This design comes from an exercise in tuning for small area on the open sky130 flow, not from production work. The RTL was checked by simulation tests, not by an equivalence proof against the original design. Power figures rest on the tool's default switching activity, not on a simulated workload.

==> flow/design.v <==
module tpumac
 #(parameter BITS_AB=8,
   parameter BITS_C=16)
  (
   input clk, rst_n, WrEn, en,
   input signed [BITS_AB-1:0] Ain,
   input signed [BITS_AB-1:0] Bin,
   input signed [BITS_C-1:0] Cin,
   output reg signed [BITS_AB-1:0] Aout,
   output reg signed [BITS_AB-1:0] Bout,
   output reg signed [BITS_C-1:0] Cout
  );
  wire ld0, acc1, ag2, ag3, ag4, ag5, ag6, ag7, ag8, ag9, ldn10, mn11, mn12, mn13, mn14, mn15;
  wire mn16, mn17, mn18, mn19, mn20, mn21, mn22, mn23, mn24, mn25, mn26, pp27, pp28, pp29, pp30, pp31;
  wire pp32, pp33, pp34, pp35, pp36, pp37, pp38, pp39, pp40, pp41, pp42, pp43, pp44, pp45, pp46, pp47;
  wire pp48, pp49, pp50, pp51, pp52, pp53, pp54, pp55, pp56, pp57, pp58, pp59, pp60, pp61, pp62, pp63;
  wire pp64, pp65, pp66, pp67, pp68, pp69, pp70, pp71, pp72, pp73, pp74, pp75, pp76, pp77, pp78, pp79;
  wire pp80, pp81, pp82, pp83, pp84, pp85, pp86, pp87, pp88, pp89, pp90, pp91, s92, hc93, f94, f95;
  wire s96, hc97, f98, f99, f100, f101, s102, hc103, f104, f105, f106, f107, f108, f109, s110, hc111;
  wire f112, f113, f114, f115, f116, f117, f118, f119, s120, hc121, f122, f123, f124, f125, f126, f127;
  wire f128, f129, f130, f131, f132, f133, f134, f135, f136, f137, f138, f139, f140, f141, hs142, hc143;
  wire f144, f145, f146, f147, f148, f149, f150, f151, f152, f153, f154, f155, f156, f157, f158, f159;
  wire f160, f161, f162, f163, f164, f165, f166, f167, f168, f169, hs170, hc171, f172, f173, f174, f175;
  wire f176, f177, f178, f179, f180, f181, f182, f183, f184, f185, f186, f187, f188, f189, f190, f191;
  wire f192, f193, f194, f195, hs196, hc197, f198, f199, f200, f201, f202, f203, f204, f205, hs206, hc207;
  wire f208, f209, f210, f211, f212, f213, hs214, hc215, f216, f217, f218, f219, f220, f221, f222, f223;
  wire hs224, hc225, f226, f227, g228, p230, g231, t232, p233, i234, g235, t236, p237, i238, g239, t240;
  wire p241, g242, t243, p244, g245, t246, p247, i248, g249, t250, p251, i252, G253, T254, T255, G256;
  wire T257, T258, G259, i260, G261, G262, i263, T264, i265, G266, T267, i268, i271, G272, G273, G274;
  wire G275, G276, G277, s280, s281, s282, s283, s284, s285, s286, s287, s288, s289;
  assign ld0 = en & WrEn;
  assign acc1 = ~WrEn & en;
  assign ag2 = Ain[0] & acc1;
  assign ag3 = Ain[1] & acc1;
  assign ag4 = Ain[2] & acc1;
  assign ag5 = Ain[3] & acc1;
  assign ag6 = Ain[4] & acc1;
  assign ag7 = Ain[5] & acc1;
  assign ag8 = Ain[6] & acc1;
  assign ag9 = Ain[7] & acc1;
  assign ldn10 = ~(en & WrEn);
  assign mn11 = ~((ld0 | Cout[0]) & (ldn10 | Cin[0]));
  assign mn12 = ~((ld0 | Cout[1]) & (ldn10 | Cin[1]));
  assign mn13 = ~((ld0 | Cout[2]) & (ldn10 | Cin[2]));
  assign mn14 = ~((ld0 | Cout[3]) & (ldn10 | Cin[3]));
  assign mn15 = ~((ld0 | Cout[4]) & (ldn10 | Cin[4]));
  assign mn16 = ~((ld0 | Cout[5]) & (ldn10 | Cin[5]));
  assign mn17 = ~((ld0 | Cout[6]) & (ldn10 | Cin[6]));
  assign mn18 = ~((ld0 | Cout[7]) & (ldn10 | Cin[7]));
  assign mn19 = ~((ld0 | Cout[8]) & (ldn10 | Cin[8]));
  assign mn20 = ~((ld0 | Cout[9]) & (ldn10 | Cin[9]));
  assign mn21 = ~((ld0 | Cout[10]) & (ldn10 | Cin[10]));
  assign mn22 = ~((ld0 | Cout[11]) & (ldn10 | Cin[11]));
  assign mn23 = ~((ld0 | Cout[12]) & (ldn10 | Cin[12]));
  assign mn24 = ~((ld0 | Cout[13]) & (ldn10 | Cin[13]));
  assign mn25 = ~((ld0 | Cout[14]) & (ldn10 | Cin[14]));
  assign mn26 = ~((ld0 | Cout[15]) & (ldn10 | Cin[15]));
  assign pp27 = ~(ag2 & Bin[0]);
  assign pp28 = ~(ag2 & Bin[1]);
  assign pp29 = ~(ag2 & Bin[2]);
  assign pp30 = ~(ag2 & Bin[3]);
  assign pp31 = ~(ag2 & Bin[4]);
  assign pp32 = ~(ag2 & Bin[5]);
  assign pp33 = ~(ag2 & Bin[6]);
  assign pp34 = ag2 & Bin[7];
  assign pp35 = ~(ag3 & Bin[0]);
  assign pp36 = ~(ag3 & Bin[1]);
  assign pp37 = ~(ag3 & Bin[2]);
  assign pp38 = ~(ag3 & Bin[3]);
  assign pp39 = ~(ag3 & Bin[4]);
  assign pp40 = ~(ag3 & Bin[5]);
  assign pp41 = ~(ag3 & Bin[6]);
  assign pp42 = ag3 & Bin[7];
  assign pp43 = ~(ag4 & Bin[0]);
  assign pp44 = ~(ag4 & Bin[1]);
  assign pp45 = ~(ag4 & Bin[2]);
  assign pp46 = ~(ag4 & Bin[3]);
  assign pp47 = ~(ag4 & Bin[4]);
  assign pp48 = ~(ag4 & Bin[5]);
  assign pp49 = ~(ag4 & Bin[6]);
  assign pp50 = ag4 & Bin[7];
  assign pp51 = ~(ag5 & Bin[0]);
  assign pp52 = ~(ag5 & Bin[1]);
  assign pp53 = ~(ag5 & Bin[2]);
  assign pp54 = ~(ag5 & Bin[3]);
  assign pp55 = ~(ag5 & Bin[4]);
  assign pp56 = ~(ag5 & Bin[5]);
  assign pp57 = ~(ag5 & Bin[6]);
  assign pp58 = ag5 & Bin[7];
  assign pp59 = ~(ag6 & Bin[0]);
  assign pp60 = ~(ag6 & Bin[1]);
  assign pp61 = ~(ag6 & Bin[2]);
  assign pp62 = ~(ag6 & Bin[3]);
  assign pp63 = ~(ag6 & Bin[4]);
  assign pp64 = ~(ag6 & Bin[5]);
  assign pp65 = ~(ag6 & Bin[6]);
  assign pp66 = ag6 & Bin[7];
  assign pp67 = ~(ag7 & Bin[0]);
  assign pp68 = ~(ag7 & Bin[1]);
  assign pp69 = ~(ag7 & Bin[2]);
  assign pp70 = ~(ag7 & Bin[3]);
  assign pp71 = ~(ag7 & Bin[4]);
  assign pp72 = ~(ag7 & Bin[5]);
  assign pp73 = ~(ag7 & Bin[6]);
  assign pp74 = ag7 & Bin[7];
  assign pp75 = ~(ag8 & Bin[0]);
  assign pp76 = ~(ag8 & Bin[1]);
  assign pp77 = ~(ag8 & Bin[2]);
  assign pp78 = ~(ag8 & Bin[3]);
  assign pp79 = ~(ag8 & Bin[4]);
  assign pp80 = ~(ag8 & Bin[5]);
  assign pp81 = ~(ag8 & Bin[6]);
  assign pp82 = ag8 & Bin[7];
  assign pp83 = ag9 & Bin[0];
  assign pp84 = ag9 & Bin[2];
  assign pp85 = ag9 & Bin[3];
  assign pp86 = ag9 & Bin[4];
  assign pp87 = ag9 & Bin[5];
  assign pp88 = ag9 & Bin[6];
  assign pp89 = ~(ag9 & Bin[7]);
  assign pp90 = ~(ag9 & Bin[1]);
  assign pp91 = ag9 & Bin[1];
  assign s92 = mn11 ^ pp27;
  assign hc93 = mn11 | pp27;
  assign f94 = mn12 ^ pp28 ^ pp35;
  assign f95 = (mn12 & pp28) | (mn12 & pp35) | (pp28 & pp35);
  assign s96 = hc93 ^ f94;
  assign hc97 = hc93 | f94;
  assign f98 = mn13 ^ pp29 ^ pp36;
  assign f99 = (mn13 & pp29) | (mn13 & pp36) | (pp29 & pp36);
  assign f100 = pp43 ^ f95 ^ f98;
  assign f101 = (pp43 & f95) | (pp43 & f98) | (f95 & f98);
  assign s102 = hc97 ^ f100;
  assign hc103 = hc97 | f100;
  assign f104 = mn14 ^ pp30 ^ pp37;
  assign f105 = (mn14 & pp30) | (mn14 & pp37) | (pp30 & pp37);
  assign f106 = pp44 ^ pp51 ^ f99;
  assign f107 = (pp44 & pp51) | (pp44 & f99) | (pp51 & f99);
  assign f108 = f104 ^ f101 ^ f106;
  assign f109 = (f104 & f101) | (f104 & f106) | (f101 & f106);
  assign s110 = hc103 ^ f108;
  assign hc111 = hc103 | f108;
  assign f112 = mn15 ^ pp31 ^ pp38;
  assign f113 = (mn15 & pp31) | (mn15 & pp38) | (pp31 & pp38);
  assign f114 = pp45 ^ pp52 ^ pp59;
  assign f115 = (pp45 & pp52) | (pp45 & pp59) | (pp52 & pp59);
  assign f116 = f105 ^ f112 ^ f114;
  assign f117 = (f105 & f112) | (f105 & f114) | (f112 & f114);
  assign f118 = f107 ^ f116 ^ f109;
  assign f119 = (f107 & f116) | (f107 & f109) | (f116 & f109);
  assign s120 = hc111 ^ f118;
  assign hc121 = hc111 | f118;
  assign f122 = mn16 ^ pp32 ^ pp39;
  assign f123 = (mn16 & pp32) | (mn16 & pp39) | (pp32 & pp39);
  assign f124 = pp46 ^ pp53 ^ pp60;
  assign f125 = (pp46 & pp53) | (pp46 & pp60) | (pp53 & pp60);
  assign f126 = pp67 ^ f113 ^ f115;
  assign f127 = (pp67 & f113) | (pp67 & f115) | (f113 & f115);
  assign f128 = f122 ^ f124 ^ f117;
  assign f129 = (f122 & f124) | (f122 & f117) | (f124 & f117);
  assign f130 = f126 ^ f128 ^ f119;
  assign f131 = (f126 & f128) | (f126 & f119) | (f128 & f119);
  assign f132 = mn17 ^ pp33 ^ pp40;
  assign f133 = (mn17 & pp33) | (mn17 & pp40) | (pp33 & pp40);
  assign f134 = pp47 ^ pp54 ^ pp61;
  assign f135 = (pp47 & pp54) | (pp47 & pp61) | (pp54 & pp61);
  assign f136 = pp68 ^ pp75 ^ f123;
  assign f137 = (pp68 & pp75) | (pp68 & f123) | (pp75 & f123);
  assign f138 = f125 ^ f132 ^ f134;
  assign f139 = (f125 & f132) | (f125 & f134) | (f132 & f134);
  assign f140 = f127 ^ f136 ^ f138;
  assign f141 = (f127 & f136) | (f127 & f138) | (f136 & f138);
  assign hs142 = ~(f129 ^ f140);
  assign hc143 = f129 | f140;
  assign f144 = mn18 ^ pp41 ^ pp48;
  assign f145 = (mn18 & pp41) | (mn18 & pp48) | (pp41 & pp48);
  assign f146 = pp55 ^ pp62 ^ pp69;
  assign f147 = (pp55 & pp62) | (pp55 & pp69) | (pp62 & pp69);
  assign f148 = pp76 ^ pp34 ^ pp83;
  assign f149 = (pp76 & pp34) | (pp76 & pp83) | (pp34 & pp83);
  assign f150 = f133 ^ f135 ^ f144;
  assign f151 = (f133 & f135) | (f133 & f144) | (f135 & f144);
  assign f152 = f146 ^ f148 ^ f137;
  assign f153 = (f146 & f148) | (f146 & f137) | (f148 & f137);
  assign f154 = f139 ^ f150 ^ f152;
  assign f155 = (f139 & f150) | (f139 & f152) | (f150 & f152);
  assign f156 = f141 ^ hc143 ^ f154;
  assign f157 = (f141 & hc143) | (f141 & f154) | (hc143 & f154);
  assign f158 = mn19 ^ pp49 ^ pp56;
  assign f159 = (mn19 & pp49) | (mn19 & pp56) | (pp49 & pp56);
  assign f160 = pp63 ^ pp70 ^ pp77;
  assign f161 = (pp63 & pp70) | (pp63 & pp77) | (pp70 & pp77);
  assign f162 = pp90 ^ pp42 ^ f145;
  assign f163 = (pp90 & pp42) | (pp90 & f145) | (pp42 & f145);
  assign f164 = f147 ^ f158 ^ f160;
  assign f165 = (f147 & f158) | (f147 & f160) | (f158 & f160);
  assign f166 = f149 ^ f151 ^ f162;
  assign f167 = (f149 & f151) | (f149 & f162) | (f151 & f162);
  assign f168 = f164 ^ f153 ^ f166;
  assign f169 = (f164 & f153) | (f164 & f166) | (f153 & f166);
  assign hs170 = ~(f155 ^ f168);
  assign hc171 = f155 | f168;
  assign f172 = mn20 ^ pp57 ^ pp64;
  assign f173 = (mn20 & pp57) | (mn20 & pp64) | (pp57 & pp64);
  assign f174 = pp71 ^ pp78 ^ pp50;
  assign f175 = (pp71 & pp78) | (pp71 & pp50) | (pp78 & pp50);
  assign f176 = pp84 ^ pp91 ^ f159;
  assign f177 = (pp84 & pp91) | (pp84 & f159) | (pp91 & f159);
  assign f178 = f161 ^ f172 ^ f174;
  assign f179 = (f161 & f172) | (f161 & f174) | (f172 & f174);
  assign f180 = f163 ^ f165 ^ f176;
  assign f181 = (f163 & f165) | (f163 & f176) | (f165 & f176);
  assign f182 = f178 ^ f167 ^ f180;
  assign f183 = (f178 & f167) | (f178 & f180) | (f167 & f180);
  assign f184 = f169 ^ f182 ^ hc171;
  assign f185 = (f169 & f182) | (f169 & hc171) | (f182 & hc171);
  assign f186 = mn21 ^ pp65 ^ pp72;
  assign f187 = (mn21 & pp65) | (mn21 & pp72) | (pp65 & pp72);
  assign f188 = pp79 ^ pp58 ^ pp85;
  assign f189 = (pp79 & pp58) | (pp79 & pp85) | (pp58 & pp85);
  assign f190 = f173 ^ f186 ^ f175;
  assign f191 = (f173 & f186) | (f173 & f175) | (f186 & f175);
  assign f192 = f188 ^ f177 ^ f190;
  assign f193 = (f188 & f177) | (f188 & f190) | (f177 & f190);
  assign f194 = f179 ^ f181 ^ f192;
  assign f195 = (f179 & f181) | (f179 & f192) | (f181 & f192);
  assign hs196 = ~(f183 ^ f194);
  assign hc197 = f183 | f194;
  assign f198 = mn22 ^ pp73 ^ pp80;
  assign f199 = (mn22 & pp73) | (mn22 & pp80) | (pp73 & pp80);
  assign f200 = pp66 ^ pp86 ^ f187;
  assign f201 = (pp66 & pp86) | (pp66 & f187) | (pp86 & f187);
  assign f202 = f198 ^ f189 ^ f200;
  assign f203 = (f198 & f189) | (f198 & f200) | (f189 & f200);
  assign f204 = f191 ^ f202 ^ f193;
  assign f205 = (f191 & f202) | (f191 & f193) | (f202 & f193);
  assign hs206 = ~(f195 ^ f204);
  assign hc207 = f195 | f204;
  assign f208 = mn23 ^ pp81 ^ pp74;
  assign f209 = (mn23 & pp81) | (mn23 & pp74) | (pp81 & pp74);
  assign f210 = pp87 ^ f199 ^ f208;
  assign f211 = (pp87 & f199) | (pp87 & f208) | (f199 & f208);
  assign f212 = f201 ^ f210 ^ f203;
  assign f213 = (f201 & f210) | (f201 & f203) | (f210 & f203);
  assign hs214 = ~(f212 ^ f205);
  assign hc215 = f212 | f205;
  assign f216 = mn24 ^ pp82 ^ pp88;
  assign f217 = (mn24 & pp82) | (mn24 & pp88) | (pp82 & pp88);
  assign f218 = f209 ^ f216 ^ f211;
  assign f219 = (f209 & f216) | (f209 & f211) | (f216 & f211);
  assign f220 = f218 ^ f213 ^ hc215;
  assign f221 = (f218 & f213) | (f218 & hc215) | (f213 & hc215);
  assign f222 = mn25 ^ pp89 ^ f217;
  assign f223 = (mn25 & pp89) | (mn25 & f217) | (pp89 & f217);
  assign hs224 = ~(f222 ^ f219);
  assign hc225 = f222 | f219;
  assign f226 = mn26 ^ f223 ^ hc225;
  assign f227 = (mn26 & f223) | (mn26 & hc225) | (f223 & hc225);
  assign g228 = ~(hc121 | f130);
  assign p230 = hc121 ^ f130;
  assign g231 = ~(hs142 | f131);
  assign t232 = ~(hs142 & f131);
  assign p233 = hs142 ^ f131;
  assign i234 = ~f156;
  assign g235 = ~(hs170 | f157);
  assign t236 = ~(hs170 & f157);
  assign p237 = hs170 ^ f157;
  assign i238 = ~f184;
  assign g239 = ~(hs196 | f185);
  assign t240 = ~(hs196 & f185);
  assign p241 = hs196 ^ f185;
  assign g242 = ~(hs206 | hc197);
  assign t243 = ~(hs206 & hc197);
  assign p244 = hs206 ^ hc197;
  assign g245 = ~(hs214 | hc207);
  assign t246 = ~(hs214 & hc207);
  assign p247 = hs214 ^ hc207;
  assign i248 = ~f220;
  assign g249 = ~(hs224 | f221);
  assign t250 = ~(hs224 & f221);
  assign p251 = hs224 ^ f221;
  assign i252 = ~f226;
  assign G253 = ~((t232 & g228) | g231);
  assign T254 = ~(t236 & i234);
  assign T255 = ~(t240 & i238);
  assign G256 = ~((t246 & g242) | g245);
  assign T257 = ~(t246 & t243);
  assign T258 = ~(t250 & i248);
  assign G259 = ~(f156 | G253);
  assign i260 = ~g235;
  assign G261 = ~((T254 | G253) & i260);
  assign G262 = ~((t243 & g239) | g242);
  assign i263 = ~T255;
  assign T264 = ~(t243 & i263);
  assign i265 = ~g239;
  assign G266 = ~((T257 | i265) & G256);
  assign T267 = ~(T257 | T255);
  assign i268 = ~g249;
  assign i271 = ~G261;
  assign G272 = ~(f184 | i271);
  assign G273 = ~((i263 & G261) | g239);
  assign G274 = ~((T264 | i271) & G262);
  assign G275 = ~((T267 & G261) | G266);
  assign G276 = ~(f220 | G275);
  assign G277 = ~((T258 | G275) & i268);
  assign s280 = p233 ^ g228;
  assign s281 = ~(i234 ^ G253);
  assign s282 = p237 ^ G259;
  assign s283 = i238 ^ G261;
  assign s284 = p241 ^ G272;
  assign s285 = ~(p244 ^ G273);
  assign s286 = p247 ^ G274;
  assign s287 = ~(i248 ^ G275);
  assign s288 = p251 ^ G276;
  assign s289 = ~(i252 ^ G277);
  always @(posedge clk, negedge rst_n) begin
    if (!rst_n) begin
      Aout <= '0;
      Bout <= '0;
      Cout <= '0;
    end else begin
      if (en) begin
        Aout <= Ain;
        Bout <= Bin;
      end
      Cout <= {s289, s288, s287, s286, s285, s284, s283, s282, s281, s280, p230, s120, s110, s102, s96, s92};
    end
  end
endmodule
==> flow/flow/run.sh <==
#!/bin/bash
# Own layout flow: the standard synthesis is run unchanged (it names the registers), then
# its combinational mapping is replaced by flow/netlist.v, the same circuit as rtl/tpumac.sv
# mapped cell for cell by gen/gen.py, after checking that both have the same registers (name
# and cell type). The rest is the standard layout, with the port buffers made of buf_1.
set -euo pipefail
R=orfs/results/${FLOW_PLATFORM}/tpumac/base
bash standard.sh synth > run_synth.log 2>&1
python3 flow/swap.py "$R/1_2_yosys.v" flow/netlist.v > run_swap.log 2>&1
rm -f "$R/1_synth.odb" "$R/1_synth.sdc"
export BUFFER_PORTS_ARGS="-buffer_cell sky130_fd_sc_hd__buf_1"
export CTS_ARGS="-sink_clustering_enable -repair_clock_nets -dont_use_dummy_load -root_buf sky130_fd_sc_hd__clkbuf_4 -buf_list {sky130_fd_sc_hd__clkbuf_4}"
bash standard.sh finish > run_finish.log 2>&1
==> flow/flow/swap.py <==
#!/usr/bin/env python3
"""swap.py STD_NETLIST NEW_NETLIST: check that NEW has exactly STD's registers (instance name and
cell type, drive strength aside) and the same ports, then write NEW over STD."""
import re, sys, shutil
std, new = sys.argv[1], sys.argv[2]
def regs(path):
    text = open(path).read()
    out = {}
    for m in re.finditer(r'(sky130_fd_sc_hd__(?:df|sdf|edf|dl|sedf)\w*?)_\d+\s+(\\\S+|\w+)\s*\(', text):
        out[m.group(2)] = m.group(1)
    ports = sorted(re.findall(r'^\s*(input|output)\s+(?:\[[^\]]*\]\s*)?([\w, ]+);', text, re.M))
    return out, text
rs, ts = regs(std)
rn, tn = regs(new)
print('standard synthesis registers:', len(rs))
print('netlist registers:', len(rn))
if rs != rn:
    for k in sorted(set(rs) | set(rn)):
        if rs.get(k) != rn.get(k):
            print('MISMATCH', k, rs.get(k), rn.get(k))
    sys.exit('register mismatch')
shutil.copyfile(new, std)
print('replaced', std)
==> flow/standard.sh <==
#!/bin/bash
# synth_recipe.tcl (not shown) runs the flow's synth.tcl, then flattens the netlist and writes it again
# the make line also repeats each setting of config.mk as NAME=value (left out here)
make -C /OpenROAD-flow-scripts/flow DESIGN_CONFIG=/design/flow/config.mk WORK_HOME=/design/flow/orfs CLKGATE_MAP_FILE= SYNTH_SCRIPT=/design/flow/synth_recipe.tcl "${@:-finish}"
==> flow/config.mk <==
export PLATFORM = sky130hd
export DESIGN_NAME = tpumac
export DESIGN_NICKNAME = tpumac
export VERILOG_FILES = /design/flow/design.v
export SDC_FILE = /design/flow/constraint.sdc
export NUM_CORES = 4
export LEC_CHECK = 0
export CAP_MARGIN = 20
export CORE_MARGIN = 2
export CORE_UTILIZATION = 60
export GPL_TIMING_DRIVEN = 0
export SLEW_MARGIN = 20
==> flow/constraint.sdc <==
create_clock -name core_clock -period 5.2 [get_ports {clk}]
set_input_delay 1.0400 -clock core_clock [delete_from_list [all_inputs] [get_ports {clk}]]
set_output_delay 1.0400 -clock core_clock [all_outputs]
set_load 0.01 [all_outputs]
Not shown: flow/flow/netlist.v
==> results.txt, run 1 <==
met3 WL 372 um; run status finished clean; critical path's slowest cell fa_1; global placement routability congestion 0.830; Hold Path End Bout[4]; Reg2Reg Setup Slack 1.15 ns; Slew HR 0.492; Initial DRC Count 123; maximum number of pins on one net before global-route repair 33; Syn. warnings 1; routed wire length 6900 um; Reg clk slew, reported paths 0.10 ns; Post-Route M1 WL 2660 um; CP cell instances buf_1 -> and2b_2 -> and2_2 -> nand2_1 -> fa_1 -> fa_1 -> fa_1 -> fa_1 -> or2_1 -> fa_1 -> nor2_1 -> inv_1 -> o21ai_1 -> a21oi_2 -> o21ai_1 -> xnor2_1; cts bufs inserted 5; Non-clock buffer share 0.0757; crit path capture Cout[15]; CP endpoint kind register; layer with the highest usage met2; initial core utilization 0.631; I/O pin total 68; commonest non-fill, non-tap cells in the layout buf_1 (66), nand2_1 (62), fa_1 (57); CTS sink cnt 32; Fin Clk Skew 0.0158 ns; DP Cell Count 412; CP top delay family adder cells
==> inputs of run 2 (changes only) <==
--- a/flow/design.v
+++ b/flow/design.v
@@ -25,8 +25,8 @@
   wire f192, f193, f194, f195, hs196, hc197, f198, f199, f200, f201, f202, f203, f204, f205, hs206, hc207;
   wire f208, f209, f210, f211, f212, f213, hs214, hc215, f216, f217, f218, f219, f220, f221, f222, f223;
-  wire hs224, hc225, f226, f227, g228, p230, g231, t232, p233, i234, g235, t236, p237, i238, g239, t240;
-  wire p241, g242, t243, p244, g245, t246, p247, i248, g249, t250, p251, i252, G253, T254, T255, G256;
-  wire T257, T258, G259, i260, G261, G262, i263, T264, i265, G266, T267, i268, i271, G272, G273, G274;
-  wire G275, G276, G277, s280, s281, s282, s283, s284, s285, s286, s287, s288, s289;
+  wire hs224, hc225, f226, f227, g228, p229, g230, p231, i232, g233, p234, i235, g236, p237, g238, p239;
+  wire g240, p241, i242, g243, p244, i245, G246, T247, T248, G249, T250, T251, G252, i253, G254, G255;
+  wire i256, T257, i258, G259, T260, i261, i264, G265, G266, G267, G268, G269, G270, s273, s274, s275;
+  wire s276, s277, s278, s279, s280, s281, s282;
   assign ld0 = en & WrEn;
   assign acc1 = ~WrEn & en;
@@ -258,60 +258,54 @@
   assign f227 = (mn26 & f223) | (mn26 & hc225) | (f223 & hc225);
   assign g228 = ~(hc121 | f130);
-  assign p230 = hc121 ^ f130;
-  assign g231 = ~(hs142 | f131);
-  assign t232 = ~(hs142 & f131);
-  assign p233 = hs142 ^ f131;
-  assign i234 = ~f156;
-  assign g235 = ~(hs170 | f157);
-  assign t236 = ~(hs170 & f157);
-  assign p237 = hs170 ^ f157;
-  assign i238 = ~f184;
-  assign g239 = ~(hs196 | f185);
-  assign t240 = ~(hs196 & f185);
-  assign p241 = hs196 ^ f185;
-  assign g242 = ~(hs206 | hc197);
-  assign t243 = ~(hs206 & hc197);
-  assign p244 = hs206 ^ hc197;
-  assign g245 = ~(hs214 | hc207);
-  assign t246 = ~(hs214 & hc207);
-  assign p247 = hs214 ^ hc207;
-  assign i248 = ~f220;
-  assign g249 = ~(hs224 | f221);
-  assign t250 = ~(hs224 & f221);
-  assign p251 = hs224 ^ f221;
-  assign i252 = ~f226;
-  assign G253 = ~((t232 & g228) | g231);
-  assign T254 = ~(t236 & i234);
-  assign T255 = ~(t240 & i238);
-  assign G256 = ~((t246 & g242) | g245);
-  assign T257 = ~(t246 & t243);
-  assign T258 = ~(t250 & i248);
-  assign G259 = ~(f156 | G253);
-  assign i260 = ~g235;
-  assign G261 = ~((T254 | G253) & i260);
-  assign G262 = ~((t243 & g239) | g242);
-  assign i263 = ~T255;
-  assign T264 = ~(t243 & i263);
-  assign i265 = ~g239;
-  assign G266 = ~((T257 | i265) & G256);
-  assign T267 = ~(T257 | T255);
-  assign i268 = ~g249;
-  assign i271 = ~G261;
-  assign G272 = ~(f184 | i271);
-  assign G273 = ~((i263 & G261) | g239);
-  assign G274 = ~((T264 | i271) & G262);
-  assign G275 = ~((T267 & G261) | G266);
-  assign G276 = ~(f220 | G275);
-  assign G277 = ~((T258 | G275) & i268);
-  assign s280 = p233 ^ g228;
-  assign s281 = ~(i234 ^ G253);
-  assign s282 = p237 ^ G259;
-  assign s283 = i238 ^ G261;
-  assign s284 = p241 ^ G272;
-  assign s285 = ~(p244 ^ G273);
-  assign s286 = p247 ^ G274;
-  assign s287 = ~(i248 ^ G275);
-  assign s288 = p251 ^ G276;
-  assign s289 = ~(i252 ^ G277);
+  assign p229 = hc121 ^ f130;
+  assign g230 = ~(hs142 | f131);
+  assign p231 = hs142 ^ f131;
+  assign i232 = ~f156;
+  assign g233 = ~(hs170 | f157);
+  assign p234 = hs170 ^ f157;
+  assign i235 = ~f184;
+  assign g236 = ~(hs196 | f185);
+  assign p237 = hs196 ^ f185;
+  assign g238 = ~(hs206 | hc197);
+  assign p239 = hs206 ^ hc197;
+  assign g240 = ~(hs214 | hc207);
+  assign p241 = hs214 ^ hc207;
+  assign i242 = ~f220;
+  assign g243 = ~(hs224 | f221);
+  assign p244 = hs224 ^ f221;
+  assign i245 = ~f226;
+  assign G246 = ~((p231 & g228) | g230);
+  assign T247 = ~(p234 & i232);
+  assign T248 = ~(p237 & i235);
+  assign G249 = ~((p241 & g238) | g240);
+  assign T250 = ~(p241 & p239);
+  assign T251 = ~(p244 & i242);
+  assign G252 = ~(f156 | G246);
+  assign i253 = ~g233;
+  assign G254 = ~((T247 | G246) & i253);
+  assign G255 = ~((p239 & g236) | g238);
+  assign i256 = ~T248;
+  assign T257 = ~(p239 & i256);
+  assign i258 = ~g236;
+  assign G259 = ~((T250 | i258) & G249);
+  assign T260 = ~(T250 | T248);
+  assign i261 = ~g243;
+  assign i264 = ~G254;
+  assign G265 = ~(f184 | i264);
+  assign G266 = ~((i256 & G254) | g236);
+  assign G267 = ~((T257 | i264) & G255);
+  assign G268 = ~((T260 & G254) | G259);
+  assign G269 = ~(f220 | G268);
+  assign G270 = ~((T251 | G268) & i261);
+  assign s273 = p231 ^ g228;
+  assign s274 = ~(i232 ^ G246);
+  assign s275 = p234 ^ G252;
+  assign s276 = i235 ^ G254;
+  assign s277 = p237 ^ G265;
+  assign s278 = ~(p239 ^ G266);
+  assign s279 = p241 ^ G267;
+  assign s280 = ~(i242 ^ G268);
+  assign s281 = p244 ^ G269;
+  assign s282 = ~(i245 ^ G270);
   always @(posedge clk, negedge rst_n) begin
     if (!rst_n) begin
@@ -324,5 +318,5 @@
         Bout <= Bin;
       end
-      Cout <= {s289, s288, s287, s286, s285, s284, s283, s282, s281, s280, p230, s120, s110, s102, s96, s92};
+      Cout <= {s282, s281, s280, s279, s278, s277, s276, s275, s274, s273, p229, s120, s110, s102, s96, s92};
     end
   end
--- a/flow/flow/netlist.v
+++ b/flow/flow/netlist.v
@@ -22,8 +22,8 @@
   wire f192, f193, f194, f195, hs196, hc197, f198, f199, f200, f201, f202, f203, f204, f205, hs206, hc207;
   wire f208, f209, f210, f211, f212, f213, hs214, hc215, f216, f217, f218, f219, f220, f221, f222, f223;
-  wire hs224, hc225, f226, f227, g228, p230, g231, t232, p233, i234, g235, t236, p237, i238, g239, t240;
-  wire p241, g242, t243, p244, g245, t246, p247, i248, g249, t250, p251, i252, G253, T254, T255, G256;
-  wire T257, T258, G259, i260, G261, G262, i263, T264, i265, G266, T267, i268, i271, G272, G273, G274;
-  wire G275, G276, G277, s280, s281, s282, s283, s284, s285, s286, s287, s288, s289;
+  wire hs224, hc225, f226, f227, g228, p229, g230, p231, i232, g233, p234, i235, g236, p237, g238, p239;
+  wire g240, p241, i242, g243, p244, i245, G246, T247, T248, G249, T250, T251, G252, i253, G254, G255;
+  wire i256, T257, i258, G259, T260, i261, i264, G265, G266, G267, G268, G269, G270, s273, s274, s275;
+  wire s276, s277, s278, s279, s280, s281, s282;
   sky130_fd_sc_hd__and2_2 u0 (.A(en), .B(WrEn), .X(ld0));
   sky130_fd_sc_hd__and2b_1 u1 (.A_N(WrEn), .B(en), .X(acc1));
@@ -198,60 +198,54 @@
   sky130_fd_sc_hd__fa_1 u170 (.A(mn26), .B(f223), .CIN(hc225), .SUM(f226), .COUT(f227));
   sky130_fd_sc_hd__nor2_1 u171 (.A(hc121), .B(f130), .Y(g228));
-  sky130_fd_sc_hd__xor2_1 u172 (.A(hc121), .B(f130), .X(p230));
-  sky130_fd_sc_hd__nor2_1 u173 (.A(hs142), .B(f131), .Y(g231));
-  sky130_fd_sc_hd__nand2_1 u174 (.A(hs142), .B(f131), .Y(t232));
-  sky130_fd_sc_hd__xor2_1 u175 (.A(hs142), .B(f131), .X(p233));
-  sky130_fd_sc_hd__inv_1 u176 (.A(f156), .Y(i234));
-  sky130_fd_sc_hd__nor2_1 u177 (.A(hs170), .B(f157), .Y(g235));
-  sky130_fd_sc_hd__nand2_1 u178 (.A(hs170), .B(f157), .Y(t236));
-  sky130_fd_sc_hd__xor2_1 u179 (.A(hs170), .B(f157), .X(p237));
-  sky130_fd_sc_hd__inv_1 u180 (.A(f184), .Y(i238));
-  sky130_fd_sc_hd__nor2_1 u181 (.A(hs196), .B(f185), .Y(g239));
-  sky130_fd_sc_hd__nand2_1 u182 (.A(hs196), .B(f185), .Y(t240));
-  sky130_fd_sc_hd__xor2_1 u183 (.A(hs196), .B(f185), .X(p241));
-  sky130_fd_sc_hd__nor2_1 u184 (.A(hs206), .B(hc197), .Y(g242));
-  sky130_fd_sc_hd__nand2_1 u185 (.A(hs206), .B(hc197), .Y(t243));
-  sky130_fd_sc_hd__xor2_1 u186 (.A(hs206), .B(hc197), .X(p244));
-  sky130_fd_sc_hd__nor2_1 u187 (.A(hs214), .B(hc207), .Y(g245));
-  sky130_fd_sc_hd__nand2_1 u188 (.A(hs214), .B(hc207), .Y(t246));
-  sky130_fd_sc_hd__xor2_1 u189 (.A(hs214), .B(hc207), .X(p247));
-  sky130_fd_sc_hd__inv_1 u190 (.A(f220), .Y(i248));
-  sky130_fd_sc_hd__nor2_1 u191 (.A(hs224), .B(f221), .Y(g249));
-  sky130_fd_sc_hd__nand2_1 u192 (.A(hs224), .B(f221), .Y(t250));
-  sky130_fd_sc_hd__xor2_1 u193 (.A(hs224), .B(f221), .X(p251));
-  sky130_fd_sc_hd__inv_1 u194 (.A(f226), .Y(i252));
-  sky130_fd_sc_hd__a21oi_1 u195 (.A1(t232), .A2(g228), .B1(g231), .Y(G253));
-  sky130_fd_sc_hd__nand2_1 u196 (.A(t236), .B(i234), .Y(T254));
-  sky130_fd_sc_hd__nand2_1 u197 (.A(t240), .B(i238), .Y(T255));
-  sky130_fd_sc_hd__a21oi_1 u198 (.A1(t246), .A2(g242), .B1(g245), .Y(G256));
-  sky130_fd_sc_hd__nand2_1 u199 (.A(t246), .B(t243), .Y(T257));
-  sky130_fd_sc_hd__nand2_1 u200 (.A(t250), .B(i248), .Y(T258));
-  sky130_fd_sc_hd__nor2_1 u201 (.A(f156), .B(G253), .Y(G259));
-  sky130_fd_sc_hd__inv_1 u202 (.A(g235), .Y(i260));
-  sky130_fd_sc_hd__o21ai_1 u203 (.A1(T254), .A2(G253), .B1(i260), .Y(G261));
-  sky130_fd_sc_hd__a21oi_1 u204 (.A1(t243), .A2(g239), .B1(g242), .Y(G262));
-  sky130_fd_sc_hd__inv_1 u205 (.A(T255), .Y(i263));
-  sky130_fd_sc_hd__nand2_1 u206 (.A(t243), .B(i263), .Y(T264));
-  sky130_fd_sc_hd__inv_1 u207 (.A(g239), .Y(i265));
-  sky130_fd_sc_hd__o21ai_1 u208 (.A1(T257), .A2(i265), .B1(G256), .Y(G266));
-  sky130_fd_sc_hd__nor2_1 u209 (.A(T257), .B(T255), .Y(T267));
-  sky130_fd_sc_hd__inv_1 u210 (.A(g249), .Y(i268));
-  sky130_fd_sc_hd__inv_1 u211 (.A(G261), .Y(i271));
-  sky130_fd_sc_hd__nor2_1 u212 (.A(f184), .B(i271), .Y(G272));
-  sky130_fd_sc_hd__a21oi_1 u213 (.A1(i263), .A2(G261), .B1(g239), .Y(G273));
-  sky130_fd_sc_hd__o21ai_1 u214 (.A1(T264), .A2(i271), .B1(G262), .Y(G274));
-  sky130_fd_sc_hd__a21oi_1 u215 (.A1(T267), .A2(G261), .B1(G266), .Y(G275));
-  sky130_fd_sc_hd__nor2_1 u216 (.A(f220), .B(G275), .Y(G276));
-  sky130_fd_sc_hd__o21ai_1 u217 (.A1(T258), .A2(G275), .B1(i268), .Y(G277));
-  sky130_fd_sc_hd__xor2_1 u218 (.A(p233), .B(g228), .X(s280));
-  sky130_fd_sc_hd__xnor2_1 u219 (.A(i234), .B(G253), .Y(s281));
-  sky130_fd_sc_hd__xor2_1 u220 (.A(p237), .B(G259), .X(s282));
-  sky130_fd_sc_hd__xor2_1 u221 (.A(i238), .B(G261), .X(s283));
-  sky130_fd_sc_hd__xor2_1 u222 (.A(p241), .B(G272), .X(s284));
-  sky130_fd_sc_hd__xnor2_1 u223 (.A(p244), .B(G273), .Y(s285));
-  sky130_fd_sc_hd__xor2_1 u224 (.A(p247), .B(G274), .X(s286));
-  sky130_fd_sc_hd__xnor2_1 u225 (.A(i248), .B(G275), .Y(s287));
-  sky130_fd_sc_hd__xor2_1 u226 (.A(p251), .B(G276), .X(s288));
-  sky130_fd_sc_hd__xnor2_1 u227 (.A(i252), .B(G277), .Y(s289));
+  sky130_fd_sc_hd__xor2_1 u172 (.A(hc121), .B(f130), .X(p229));
+  sky130_fd_sc_hd__nor2_1 u173 (.A(hs142), .B(f131), .Y(g230));
+  sky130_fd_sc_hd__xor2_1 u174 (.A(hs142), .B(f131), .X(p231));
+  sky130_fd_sc_hd__inv_1 u175 (.A(f156), .Y(i232));
+  sky130_fd_sc_hd__nor2_1 u176 (.A(hs170), .B(f157), .Y(g233));
+  sky130_fd_sc_hd__xor2_1 u177 (.A(hs170), .B(f157), .X(p234));
+  sky130_fd_sc_hd__inv_1 u178 (.A(f184), .Y(i235));
+  sky130_fd_sc_hd__nor2_1 u179 (.A(hs196), .B(f185), .Y(g236));
+  sky130_fd_sc_hd__xor2_1 u180 (.A(hs196), .B(f185), .X(p237));
+  sky130_fd_sc_hd__nor2_1 u181 (.A(hs206), .B(hc197), .Y(g238));
+  sky130_fd_sc_hd__xor2_1 u182 (.A(hs206), .B(hc197), .X(p239));
+  sky130_fd_sc_hd__nor2_1 u183 (.A(hs214), .B(hc207), .Y(g240));
+  sky130_fd_sc_hd__xor2_1 u184 (.A(hs214), .B(hc207), .X(p241));
+  sky130_fd_sc_hd__inv_1 u185 (.A(f220), .Y(i242));
+  sky130_fd_sc_hd__nor2_1 u186 (.A(hs224), .B(f221), .Y(g243));
+  sky130_fd_sc_hd__xor2_1 u187 (.A(hs224), .B(f221), .X(p244));
+  sky130_fd_sc_hd__inv_1 u188 (.A(f226), .Y(i245));
+  sky130_fd_sc_hd__a21oi_1 u189 (.A1(p231), .A2(g228), .B1(g230), .Y(G246));
+  sky130_fd_sc_hd__nand2_1 u190 (.A(p234), .B(i232), .Y(T247));
+  sky130_fd_sc_hd__nand2_1 u191 (.A(p237), .B(i235), .Y(T248));
+  sky130_fd_sc_hd__a21oi_1 u192 (.A1(p241), .A2(g238), .B1(g240), .Y(G249));
+  sky130_fd_sc_hd__nand2_1 u193 (.A(p241), .B(p239), .Y(T250));
+  sky130_fd_sc_hd__nand2_1 u194 (.A(p244), .B(i242), .Y(T251));
+  sky130_fd_sc_hd__nor2_1 u195 (.A(f156), .B(G246), .Y(G252));
+  sky130_fd_sc_hd__inv_1 u196 (.A(g233), .Y(i253));
+  sky130_fd_sc_hd__o21ai_1 u197 (.A1(T247), .A2(G246), .B1(i253), .Y(G254));
+  sky130_fd_sc_hd__a21oi_1 u198 (.A1(p239), .A2(g236), .B1(g238), .Y(G255));
+  sky130_fd_sc_hd__inv_1 u199 (.A(T248), .Y(i256));
+  sky130_fd_sc_hd__nand2_1 u200 (.A(p239), .B(i256), .Y(T257));
+  sky130_fd_sc_hd__inv_1 u201 (.A(g236), .Y(i258));
+  sky130_fd_sc_hd__o21ai_1 u202 (.A1(T250), .A2(i258), .B1(G249), .Y(G259));
+  sky130_fd_sc_hd__nor2_1 u203 (.A(T250), .B(T248), .Y(T260));
+  sky130_fd_sc_hd__inv_1 u204 (.A(g243), .Y(i261));
+  sky130_fd_sc_hd__inv_1 u205 (.A(G254), .Y(i264));
+  sky130_fd_sc_hd__nor2_1 u206 (.A(f184), .B(i264), .Y(G265));
+  sky130_fd_sc_hd__a21oi_1 u207 (.A1(i256), .A2(G254), .B1(g236), .Y(G266));
+  sky130_fd_sc_hd__o21ai_1 u208 (.A1(T257), .A2(i264), .B1(G255), .Y(G267));
+  sky130_fd_sc_hd__a21oi_1 u209 (.A1(T260), .A2(G254), .B1(G259), .Y(G268));
+  sky130_fd_sc_hd__nor2_1 u210 (.A(f220), .B(G268), .Y(G269));
+  sky130_fd_sc_hd__o21ai_1 u211 (.A1(T251), .A2(G268), .B1(i261), .Y(G270));
+  sky130_fd_sc_hd__xor2_1 u212 (.A(p231), .B(g228), .X(s273));
+  sky130_fd_sc_hd__xnor2_1 u213 (.A(i232), .B(G246), .Y(s274));
+  sky130_fd_sc_hd__xor2_1 u214 (.A(p234), .B(G252), .X(s275));
+  sky130_fd_sc_hd__xor2_1 u215 (.A(i235), .B(G254), .X(s276));
+  sky130_fd_sc_hd__xor2_1 u216 (.A(p237), .B(G265), .X(s277));
+  sky130_fd_sc_hd__xnor2_1 u217 (.A(p239), .B(G266), .Y(s278));
+  sky130_fd_sc_hd__xor2_1 u218 (.A(p241), .B(G267), .X(s279));
+  sky130_fd_sc_hd__xnor2_1 u219 (.A(i242), .B(G268), .Y(s280));
+  sky130_fd_sc_hd__xor2_1 u220 (.A(p244), .B(G269), .X(s281));
+  sky130_fd_sc_hd__xnor2_1 u221 (.A(i245), .B(G270), .Y(s282));
   wire rst_b;
   sky130_fd_sc_hd__buf_2 urst (.A(rst_n), .X(rst_b));
@@ -261,50 +255,50 @@
   sky130_fd_sc_hd__inv_2 uenn (.A(en), .Y(en_n));
   wire d_Aout_0;
-  sky130_fd_sc_hd__o22a_1 u228 (.A1(en_b), .A2(Aout[0]), .B1(en_n), .B2(Ain[0]), .X(d_Aout_0));
+  sky130_fd_sc_hd__o22a_1 u222 (.A1(en_b), .A2(Aout[0]), .B1(en_n), .B2(Ain[0]), .X(d_Aout_0));
   sky130_fd_sc_hd__dfrtp_1 \Aout[0]$_DFFE_PN0P_  (.CLK(clk), .D(d_Aout_0), .Q(Aout[0]), .RESET_B(rst_b));
   wire d_Aout_1;
-  sky130_fd_sc_hd__o22a_1 u229 (.A1(en_b), .A2(Aout[1]), .B1(en_n), .B2(Ain[1]), .X(d_Aout_1));
+  sky130_fd_sc_hd__o22a_1 u223 (.A1(en_b), .A2(Aout[1]), .B1(en_n), .B2(Ain[1]), .X(d_Aout_1));
   sky130_fd_sc_hd__dfrtp_1 \Aout[1]$_DFFE_PN0P_  (.CLK(clk), .D(d_Aout_1), .Q(Aout[1]), .RESET_B(rst_b));
   wire d_Aout_2;
-  sky130_fd_sc_hd__o22a_1 u230 (.A1(en_b), .A2(Aout[2]), .B1(en_n), .B2(Ain[2]), .X(d_Aout_2));
+  sky130_fd_sc_hd__o22a_1 u224 (.A1(en_b), .A2(Aout[2]), .B1(en_n), .B2(Ain[2]), .X(d_Aout_2));
   sky130_fd_sc_hd__dfrtp_1 \Aout[2]$_DFFE_PN0P_  (.CLK(clk), .D(d_Aout_2), .Q(Aout[2]), .RESET_B(rst_b));
   wire d_Aout_3;
-  sky130_fd_sc_hd__o22a_1 u231 (.A1(en_b), .A2(Aout[3]), .B1(en_n), .B2(Ain[3]), .X(d_Aout_3));
+  sky130_fd_sc_hd__o22a_1 u225 (.A1(en_b), .A2(Aout[3]), .B1(en_n), .B2(Ain[3]), .X(d_Aout_3));
   sky130_fd_sc_hd__dfrtp_1 \Aout[3]$_DFFE_PN0P_  (.CLK(clk), .D(d_Aout_3), .Q(Aout[3]), .RESET_B(rst_b));
   wire d_Aout_4;
-  sky130_fd_sc_hd__o22a_1 u232 (.A1(en_b), .A2(Aout[4]), .B1(en_n), .B2(Ain[4]), .X(d_Aout_4));
+  sky130_fd_sc_hd__o22a_1 u226 (.A1(en_b), .A2(Aout[4]), .B1(en_n), .B2(Ain[4]), .X(d_Aout_4));
   sky130_fd_sc_hd__dfrtp_1 \Aout[4]$_DFFE_PN0P_  (.CLK(clk), .D(d_Aout_4), .Q(Aout[4]), .RESET_B(rst_b));
   wire d_Aout_5;
-  sky130_fd_sc_hd__o22a_1 u233 (.A1(en_b), .A2(Aout[5]), .B1(en_n), .B2(Ain[5]), .X(d_Aout_5));
+  sky130_fd_sc_hd__o22a_1 u227 (.A1(en_b), .A2(Aout[5]), .B1(en_n), .B2(Ain[5]), .X(d_Aout_5));
   sky130_fd_sc_hd__dfrtp_1 \Aout[5]$_DFFE_PN0P_  (.CLK(clk), .D(d_Aout_5), .Q(Aout[5]), .RESET_B(rst_b));
   wire d_Aout_6;
-  sky130_fd_sc_hd__o22a_1 u234 (.A1(en_b), .A2(Aout[6]), .B1(en_n), .B2(Ain[6]), .X(d_Aout_6));
+  sky130_fd_sc_hd__o22a_1 u228 (.A1(en_b), .A2(Aout[6]), .B1(en_n), .B2(Ain[6]), .X(d_Aout_6));
   sky130_fd_sc_hd__dfrtp_1 \Aout[6]$_DFFE_PN0P_  (.CLK(clk), .D(d_Aout_6), .Q(Aout[6]), .RESET_B(rst_b));
   wire d_Aout_7;
-  sky130_fd_sc_hd__o22a_1 u235 (.A1(en_b), .A2(Aout[7]), .B1(en_n), .B2(Ain[7]), .X(d_Aout_7));
+  sky130_fd_sc_hd__o22a_1 u229 (.A1(en_b), .A2(Aout[7]), .B1(en_n), .B2(Ain[7]), .X(d_Aout_7));
   sky130_fd_sc_hd__dfrtp_1 \Aout[7]$_DFFE_PN0P_  (.CLK(clk), .D(d_Aout_7), .Q(Aout[7]), .RESET_B(rst_b));
   wire d_Bout_0;
-  sky130_fd_sc_hd__o22a_1 u236 (.A1(en_b), .A2(Bout[0]), .B1(en_n), .B2(Bin[0]), .X(d_Bout_0));
+  sky130_fd_sc_hd__o22a_1 u230 (.A1(en_b), .A2(Bout[0]), .B1(en_n), .B2(Bin[0]), .X(d_Bout_0));
   sky130_fd_sc_hd__dfrtp_1 \Bout[0]$_DFFE_PN0P_  (.CLK(clk), .D(d_Bout_0), .Q(Bout[0]), .RESET_B(rst_b));
   wire d_Bout_1;
-  sky130_fd_sc_hd__o22a_1 u237 (.A1(en_b), .A2(Bout[1]), .B1(en_n), .B2(Bin[1]), .X(d_Bout_1));
+  sky130_fd_sc_hd__o22a_1 u231 (.A1(en_b), .A2(Bout[1]), .B1(en_n), .B2(Bin[1]), .X(d_Bout_1));
   sky130_fd_sc_hd__dfrtp_1 \Bout[1]$_DFFE_PN0P_  (.CLK(clk), .D(d_Bout_1), .Q(Bout[1]), .RESET_B(rst_b));
   wire d_Bout_2;
-  sky130_fd_sc_hd__o22a_1 u238 (.A1(en_b), .A2(Bout[2]), .B1(en_n), .B2(Bin[2]), .X(d_Bout_2));
+  sky130_fd_sc_hd__o22a_1 u232 (.A1(en_b), .A2(Bout[2]), .B1(en_n), .B2(Bin[2]), .X(d_Bout_2));
   sky130_fd_sc_hd__dfrtp_1 \Bout[2]$_DFFE_PN0P_  (.CLK(clk), .D(d_Bout_2), .Q(Bout[2]), .RESET_B(rst_b));
   wire d_Bout_3;
-  sky130_fd_sc_hd__o22a_1 u239 (.A1(en_b), .A2(Bout[3]), .B1(en_n), .B2(Bin[3]), .X(d_Bout_3));
+  sky130_fd_sc_hd__o22a_1 u233 (.A1(en_b), .A2(Bout[3]), .B1(en_n), .B2(Bin[3]), .X(d_Bout_3));
   sky130_fd_sc_hd__dfrtp_1 \Bout[3]$_DFFE_PN0P_  (.CLK(clk), .D(d_Bout_3), .Q(Bout[3]), .RESET_B(rst_b));
   wire d_Bout_4;
-  sky130_fd_sc_hd__o22a_1 u240 (.A1(en_b), .A2(Bout[4]), .B1(en_n), .B2(Bin[4]), .X(d_Bout_4));
+  sky130_fd_sc_hd__o22a_1 u234 (.A1(en_b), .A2(Bout[4]), .B1(en_n), .B2(Bin[4]), .X(d_Bout_4));
   sky130_fd_sc_hd__dfrtp_1 \Bout[4]$_DFFE_PN0P_  (.CLK(clk), .D(d_Bout_4), .Q(Bout[4]), .RESET_B(rst_b));
   wire d_Bout_5;
-  sky130_fd_sc_hd__o22a_1 u241 (.A1(en_b), .A2(Bout[5]), .B1(en_n), .B2(Bin[5]), .X(d_Bout_5));
+  sky130_fd_sc_hd__o22a_1 u235 (.A1(en_b), .A2(Bout[5]), .B1(en_n), .B2(Bin[5]), .X(d_Bout_5));
   sky130_fd_sc_hd__dfrtp_1 \Bout[5]$_DFFE_PN0P_  (.CLK(clk), .D(d_Bout_5), .Q(Bout[5]), .RESET_B(rst_b));
   wire d_Bout_6;
-  sky130_fd_sc_hd__o22a_1 u242 (.A1(en_b), .A2(Bout[6]), .B1(en_n), .B2(Bin[6]), .X(d_Bout_6));
+  sky130_fd_sc_hd__o22a_1 u236 (.A1(en_b), .A2(Bout[6]), .B1(en_n), .B2(Bin[6]), .X(d_Bout_6));
   sky130_fd_sc_hd__dfrtp_1 \Bout[6]$_DFFE_PN0P_  (.CLK(clk), .D(d_Bout_6), .Q(Bout[6]), .RESET_B(rst_b));
   wire d_Bout_7;
-  sky130_fd_sc_hd__o22a_1 u243 (.A1(en_b), .A2(Bout[7]), .B1(en_n), .B2(Bin[7]), .X(d_Bout_7));
+  sky130_fd_sc_hd__o22a_1 u237 (.A1(en_b), .A2(Bout[7]), .B1(en_n), .B2(Bin[7]), .X(d_Bout_7));
   sky130_fd_sc_hd__dfrtp_1 \Bout[7]$_DFFE_PN0P_  (.CLK(clk), .D(d_Bout_7), .Q(Bout[7]), .RESET_B(rst_b));
   sky130_fd_sc_hd__dfrtp_1 \Cout[0]$_DFF_PN0_  (.CLK(clk), .D(s92), .Q(Cout[0]), .RESET_B(rst_b));
@@ -313,14 +307,14 @@
   sky130_fd_sc_hd__dfrtp_1 \Cout[3]$_DFF_PN0_  (.CLK(clk), .D(s110), .Q(Cout[3]), .RESET_B(rst_b));
   sky130_fd_sc_hd__dfrtp_1 \Cout[4]$_DFF_PN0_  (.CLK(clk), .D(s120), .Q(Cout[4]), .RESET_B(rst_b));
-  sky130_fd_sc_hd__dfrtp_1 \Cout[5]$_DFF_PN0_  (.CLK(clk), .D(p230), .Q(Cout[5]), .RESET_B(rst_b));
-  sky130_fd_sc_hd__dfrtp_1 \Cout[6]$_DFF_PN0_  (.CLK(clk), .D(s280), .Q(Cout[6]), .RESET_B(rst_b));
-  sky130_fd_sc_hd__dfrtp_1 \Cout[7]$_DFF_PN0_  (.CLK(clk), .D(s281), .Q(Cout[7]), .RESET_B(rst_b));
-  sky130_fd_sc_hd__dfrtp_1 \Cout[8]$_DFF_PN0_  (.CLK(clk), .D(s282), .Q(Cout[8]), .RESET_B(rst_b));
-  sky130_fd_sc_hd__dfrtp_1 \Cout[9]$_DFF_PN0_  (.CLK(clk), .D(s283), .Q(Cout[9]), .RESET_B(rst_b));
-  sky130_fd_sc_hd__dfrtp_1 \Cout[10]$_DFF_PN0_  (.CLK(clk), .D(s284), .Q(Cout[10]), .RESET_B(rst_b));
-  sky130_fd_sc_hd__dfrtp_1 \Cout[11]$_DFF_PN0_  (.CLK(clk), .D(s285), .Q(Cout[11]), .RESET_B(rst_b));
-  sky130_fd_sc_hd__dfrtp_1 \Cout[12]$_DFF_PN0_  (.CLK(clk), .D(s286), .Q(Cout[12]), .RESET_B(rst_b));
-  sky130_fd_sc_hd__dfrtp_1 \Cout[13]$_DFF_PN0_  (.CLK(clk), .D(s287), .Q(Cout[13]), .RESET_B(rst_b));
-  sky130_fd_sc_hd__dfrtp_1 \Cout[14]$_DFF_PN0_  (.CLK(clk), .D(s288), .Q(Cout[14]), .RESET_B(rst_b));
-  sky130_fd_sc_hd__dfrtp_1 \Cout[15]$_DFF_PN0_  (.CLK(clk), .D(s289), .Q(Cout[15]), .RESET_B(rst_b));
+  sky130_fd_sc_hd__dfrtp_1 \Cout[5]$_DFF_PN0_  (.CLK(clk), .D(p229), .Q(Cout[5]), .RESET_B(rst_b));
+  sky130_fd_sc_hd__dfrtp_1 \Cout[6]$_DFF_PN0_  (.CLK(clk), .D(s273), .Q(Cout[6]), .RESET_B(rst_b));
+  sky130_fd_sc_hd__dfrtp_1 \Cout[7]$_DFF_PN0_  (.CLK(clk), .D(s274), .Q(Cout[7]), .RESET_B(rst_b));
+  sky130_fd_sc_hd__dfrtp_1 \Cout[8]$_DFF_PN0_  (.CLK(clk), .D(s275), .Q(Cout[8]), .RESET_B(rst_b));
+  sky130_fd_sc_hd__dfrtp_1 \Cout[9]$_DFF_PN0_  (.CLK(clk), .D(s276), .Q(Cout[9]), .RESET_B(rst_b));
+  sky130_fd_sc_hd__dfrtp_1 \Cout[10]$_DFF_PN0_  (.CLK(clk), .D(s277), .Q(Cout[10]), .RESET_B(rst_b));
+  sky130_fd_sc_hd__dfrtp_1 \Cout[11]$_DFF_PN0_  (.CLK(clk), .D(s278), .Q(Cout[11]), .RESET_B(rst_b));
+  sky130_fd_sc_hd__dfrtp_1 \Cout[12]$_DFF_PN0_  (.CLK(clk), .D(s279), .Q(Cout[12]), .RESET_B(rst_b));
+  sky130_fd_sc_hd__dfrtp_1 \Cout[13]$_DFF_PN0_  (.CLK(clk), .D(s280), .Q(Cout[13]), .RESET_B(rst_b));
+  sky130_fd_sc_hd__dfrtp_1 \Cout[14]$_DFF_PN0_  (.CLK(clk), .D(s281), .Q(Cout[14]), .RESET_B(rst_b));
+  sky130_fd_sc_hd__dfrtp_1 \Cout[15]$_DFF_PN0_  (.CLK(clk), .D(s282), .Q(Cout[15]), .RESET_B(rst_b));
 endmodule
==> run 2 against run 1 <==
Die area decreased by 0.71%. Worst hold slack improved by 0.0021 ns. Critical path type unchanged. Register-to-register slack barely moved. Maximum frequency increased by 0.90%. Flip-flop and latch count unchanged.
==> results.txt, run 2 <==
final setup TNS 0 ns; cts bufs inserted 5 (unchanged); routed wire length 6710 um (-2.9%); max reg flops 16; Overall Global Routing Usage 0.279; delay of the slowest critical-path stage 0.54 ns; WS Path Type in -> reg; # diodes 0; # setup viols final 0; Final Hold Violating Endpoints 0; Fin Clk Skew 0.0241 ns (+0.00834 ns); crit path capture Cout[15]; Avg Inst Size Synth 11.0 um^2; Clk Tree Root Cell clkbuf_4; most common cell after layout, fill and taps aside buf_1; DP Cell Count 406 (-1.5%); Final min period 4.96 ns; Reg2Reg Setup Slack 1.14 ns (about the same); clk buf depth 2; Slew HR 0.503 (+0.0111); global placement routability congestion 0.818 (-1.4%); CP Max Fanout 8; core box area 4750 um^2; area of the mapped netlist 3000 um^2; Worst Path Required 5.47 ns; Nets 439; clock latency (worst-skew pair) 0.34 ns; wire per inst 16.3 um; CP startpoint kind input port; critical path's slowest cell fa_1; max cap viols 0; vias in the first global route 2383; maximum number of pins on one net before global-route repair 33 (unchanged); commonest non-fill, non-tap cells in the layout buf_1 (65), fa_1 (57), nand2_1 (56); Max Slew Vio Count 0; initial core utilization 0.630 (about the same); crit share post-route 0.955; drt first pass iters 4; RR Startpoint Cout[7]; RSZ-0062 raised after global routing no; Non-Filler Instances 411; global-route wire length before repair 11300 um; Detail Route Antenna Nets 0; FMAX 201 MHz; Most flops, register Cout; Area growth syn-to-layout 13.7%; GR Overflow Total 0; CTS sink cnt 32 (unchanged); CP cell instances buf_1 -> and2b_2 -> and2_1 -> nand2_1 -> fa_1 -> fa_1 -> fa_1 -> fa_1 -> or2_1 -> xor2_1 -> nand2_1 -> o21ai_1 -> a21oi_2 -> o21ai_1 -> xnor2_1; vias per inst 5.47; CP endpoint kind register; Syn. warnings 1 (unchanged); capture point of the worst reg-to-reg path Cout[15]; Worst Max-Slew Pin Slew 0.745 ns; Buffers on Ports 66; Chip Height 74.7 um; post-DP HPWL 5190 um; run status finished clean; postcts setup bufs 0; Setup crit start WrEn; Post-Syn Instances 273; most frequent CP cell fa_1; arrival time at the worst endpoint 5.23 ns; Reg clk slew, reported paths 0.11 ns (about the same); H-tree depth 2; CTS tree done; via count 2248; Cell Pwr Density 497 nW/um^2; min-delay worst type reg -> reg; Die Wd 74.7 um; initial antenna violation count 0; Reg2Reg Depth 13; Max rail drop VDD 0.510 mV; die area 5580 um^2; Initial DRC Count 114 (-7.3%); I/O pin total 68 (unchanged); leakage power figure 1.16 nW; Regs by FF count Cout: 16 flops, Aout: 8 flops, Bout: 8 flops; Synth Net Count 366; WHS Path Cells 1; layout cell share with drive strength beyond 1 0.0640; row count 25; Residual DRC 0
## run 2: worst min path at each step
stage	slack, ns	endpoint	start
2_1_floorplan	0.54	Aout[0]	Aout[0]
3_3_place_gp	0.48	Aout[0]	Aout[0]
3_5_place_dp	0.49	Aout[5]	Aout[5]
4_1_cts	0.51	Aout[0]	Aout[0]
5_1_grt	0.53	Bout[1]	Bout[1]
6_report	0.51	Bout[3]	Bout[3]
## run 2: cell type report
cell class,instances,area (um^2)
inverter,10,37.5
buffer,2,10.0
tap,67,83.8
clock buffer,5,37.5
fill,405,1350
timing repair buffer,66,249
sequential,32,801
multi-input combinational,229,2190
## run 2: per-stage QoR
step	power, mW	hold slack, ns	worst slack [ns]	util	area (um^2)
after floorplan	1.29	0.537	0.312	-	3000
after global placement	1.49	0.481	-0.354	0.700	3330
after detailed placement	1.53	0.486	-0.437	0.700	3330
after CTS	1.68	0.511	0.0196	0.709	3370
after global routing	1.89	0.529	0.0105	0.717	3410
final	1.69	0.508	0.235	0.717	3410
## run 2: repair_timing
| item | CTS | global route |
|---|---|---|
| gates resized for setup | 2 | 17 |
| hold buffers | 0 | 0 |
| setup endpoints to repair | 2 | 6 |
| pin swaps | 0 | 1 |
## run 2: routing by layer
| metal | vias to the layer above | global-route usage | wire (um) |
|---|---|---|---|
| met5 | - | 0 | 0 |
| met3 | 6 | 0.0415 | 325 |
| met4 | 0 | 0.0754 | 72 |
| li1 | 1027 | - | - |
| met2 | 66 | 0.477 | 3550 |
| met1 | 1149 | 0.380 | 2760 |
## run 2: critical path: cells and delay by family
kind,cells,cell delay (ns)
adder cells (fa/ha/maj),4,1.90
AO/OA/AOI/OAI,3,0.45
buffers and inverters,1,0.12
AND/OR/NAND/NOR,5,1.18
XOR/XNOR,2,0.54
## run 2: power by group
part | total, mW | switching, mW | internal [mW]
Combinational | 1.19 | 0.682 | 0.507
Sequential | 0.377 | 0.0377 | 0.340
Clock | 0.127 | 0.0818 | 0.0452
==> inputs of run 3 (changes only) <==
--- a/flow/config.mk
+++ b/flow/config.mk
@@ -8,5 +8,5 @@
 export CAP_MARGIN = 20
 export CORE_MARGIN = 2
-export CORE_UTILIZATION = 60
+export CORE_UTILIZATION = 85
 export GPL_TIMING_DRIVEN = 0
 export SLEW_MARGIN = 20
==> run 3 against run 2 <==
The flow now stops in 3_3_place_gp. Synthesized cell count unchanged. Area after synthesis did not move.
==> results.txt, run 3 <==
run status did not finish; Exit stage 3_3_place_gp; Tool Error [ERROR GPL-0301] Utilization 101.502 % exceeds 100%.; initial core utilization 0.891 (+0.261); Buffers on Ports 66 (unchanged); Die Wd 63.4 um (-15%); Post-Syn Instances 273 (unchanged); Avg Inst Size Synth 11.0 um^2 (unchanged); Synth Net Count 366 (unchanged); row count 21 (-16%); I/O pin total 68 (unchanged); Chip Height 63.4 um (-15%); area of the mapped netlist 3000 um^2 (unchanged); Syn. warnings 1 (unchanged)
==> inputs of run 4 (changes only) <==
--- a/flow/config.mk
+++ b/flow/config.mk
@@ -8,5 +8,5 @@
 export CAP_MARGIN = 20
 export CORE_MARGIN = 2
-export CORE_UTILIZATION = 85
+export CORE_UTILIZATION = 75
 export GPL_TIMING_DRIVEN = 0
 export SLEW_MARGIN = 20
==> run 4 against run 3 <==
The run now finishes clean. Area after synthesis is the same. Synthesized cell count stayed put.
==> results.txt, run 4 <==
Synth Net Count 366 (unchanged); area of the mapped netlist 3000 um^2 (unchanged); Avg Inst Size Synth 11.0 um^2 (unchanged); wire per inst 19.7 um; Worst Path Required 5.41 ns; Slew HR 0.490; via count 2442; Hold Slack 0.509 ns; commonest non-fill, non-tap cells in the layout buf_1 (66), fa_1 (57), nand2_1 (56); FMAX 200 MHz; total power 1.73 mW; CTS Hold Bufs 0; CP Max Fanout 8; Cell Pwr Density 511 nW/um^2; # setup viols final 0; Overall Global Routing Usage 0.390; min-delay worst type reg -> reg; cts bufs inserted 5; CTS tree done; # diodes 0; Final Hold Violating Endpoints 0; global placement routability congestion 0.848; Reg clk slew, reported paths 0.10 ns; Nets 439; Chip Height 67.2 um (+6.1%); Syn. warnings 1 (unchanged); Residual DRC 0; CTS sink cnt 32; initial core utilization 0.800 (-0.0905); vias per inst 6.23; Initial DRC Count 244; Detail Route Antenna Nets 0; Fin Clk Skew 0.0144 ns; max reg flops 16; final setup TNS 0 ns; Max rail drop VDD 0.730 mV; clk buf depth 2; crit share post-route 0.959; Die Wd 67.2 um (+6.1%); most common cell after layout, fill and taps aside buf_1; postcts setup bufs 0; Most flops, register Cout; global-route wire length before repair 12300 um; die area 4520 um^2; GR Overflow Total 0; vias in the first global route 2643; Worst Max-Slew Pin Slew 0.764 ns; Hold Crit Start Aout[4]; drt first pass iters 4; Final min period 4.99 ns; run status finished clean; initial antenna violation count 0; maximum number of pins on one net before global-route repair 33; Finished Core Util 0.904; I/O pin total 68 (unchanged); routed wire length 7710 um; WS Path Type in -> reg; Buffers on Ports 66 (unchanged); core box area 3740 um^2; H-tree depth 2; RR Startpoint Cout[7]; max cap viols 0; Area growth syn-to-layout 12.9%; Max Slew Vio Count 0; leakage power figure 1.16 nW; post-DP HPWL 5790 um; layout cell share with drive strength beyond 1 0.0581; CP endpoint kind register; Setup crit start en; Regs by FF count Cout: 16 flops, Aout: 8 flops, Bout: 8 flops; clock latency (worst-skew pair) 0.34 ns; Post-Syn Instances 273 (unchanged); CP startpoint kind input port; row count 22 (+4.8%); arrival time at the worst endpoint 5.20 ns; Clk Tree Root Cell clkbuf_4
## run 4: what timing repair did
item                                   CTS  global route
endpoints found under the hold margin    0             0
setup endpoints to repair                2             6
resized for setup                        4            13
## run 4: critical path, stage by stage
cell and delay (ns):
buf_1 0.20, and2b_2 0.27, and2_4 0.22, nand2_1 0.11
fa_1 0.50, fa_1 0.43, fa_1 0.53, fa_1 0.44
or2_1 0.25, fa_1 0.44, xor2_2 0.19, nand2_1 0.10
nor2_1 0.05, a21oi_2 0.21, nor2_1 0.08, xor2_1 0.14
## run 4: worst paths after layout
check,endpoint,slack [ns],cells after the start
setup / recovery,Cout[14],0.21,16
hold / removal,Aout[4],0.51,1
setup reg to reg,Cout[14],1.12,13
hold reg to reg,Aout[4],0.51,1
max in group asynchronous,Cout[11],3.94,1
min in group asynchronous,Cout[1],0.76,1
## run 4: cell type report
cell class,count,area (um^2)
inverters,10,37.5
multi-input cells,229,2190
repair buffers,66,248
clock buffers,5,37.5
flip-flops and latches,32,801
plain buffers,2,10.0
fillers,160,359
well taps,48,60.1
## run 4: where the power goes
group	switching, mW	internal [mW]
registers	0.0391	0.340
logic	0.706	0.513
clock network	0.0849	0.0452
## run 4: layer usage
metal	global-route usage	wire length, um	up-vias
met3	0.0900	650	50
met4	0.227	468	0
met1	0.467	2550	1214
met5	0	0	-
li1	-	-	1029
met2	0.651	4040	149
## run 4: stage by stage
stage          std cells  worst slack, ns  area, um^2
2_1_floorplan        273            0.312        3000
3_3_place_gp         387           -0.257        3300
3_5_place_dp         387           -0.379        3300
4_1_cts              392           0.0135        3350
5_1_grt              392         -0.00468        3380
6_report             392            0.211        3380

[afterwards: timing with drivers on the ports]
Ports are ideal in the flow. The routed layouts listed here were re-timed in OpenROAD. Step 1, drivers: a clkbuf_16 drives clk and a buf_2 each remaining input, both assumed. Step 2 times the ports against the registers' clock, not the clock port: input delays grow and output delays shrink by t, the midpoint of the rising clock arrivals with the driver on. Slacks: no drivers / after step 1 / after step 2; pairs: no drivers / after step 1.
run | t, ns | setup WS [ns] | clock arrival spread, ns
run 1 | 0.358 | 0.190 / 0.194 / -0.164 | 0.016 / 0.016
run 2 | 0.359 | 0.235 / 0.239 / -0.120 | 0.024 / 0.024
run 4 | 0.353 | 0.211 / 0.212 / -0.141 | 0.014 / 0.014
Met with ideal ports but missed after step 2: setup timing in every run listed. The setup slack of run 2, which loses most, moves by +0.004 ns with the drivers and by -0.355 ns with both steps.
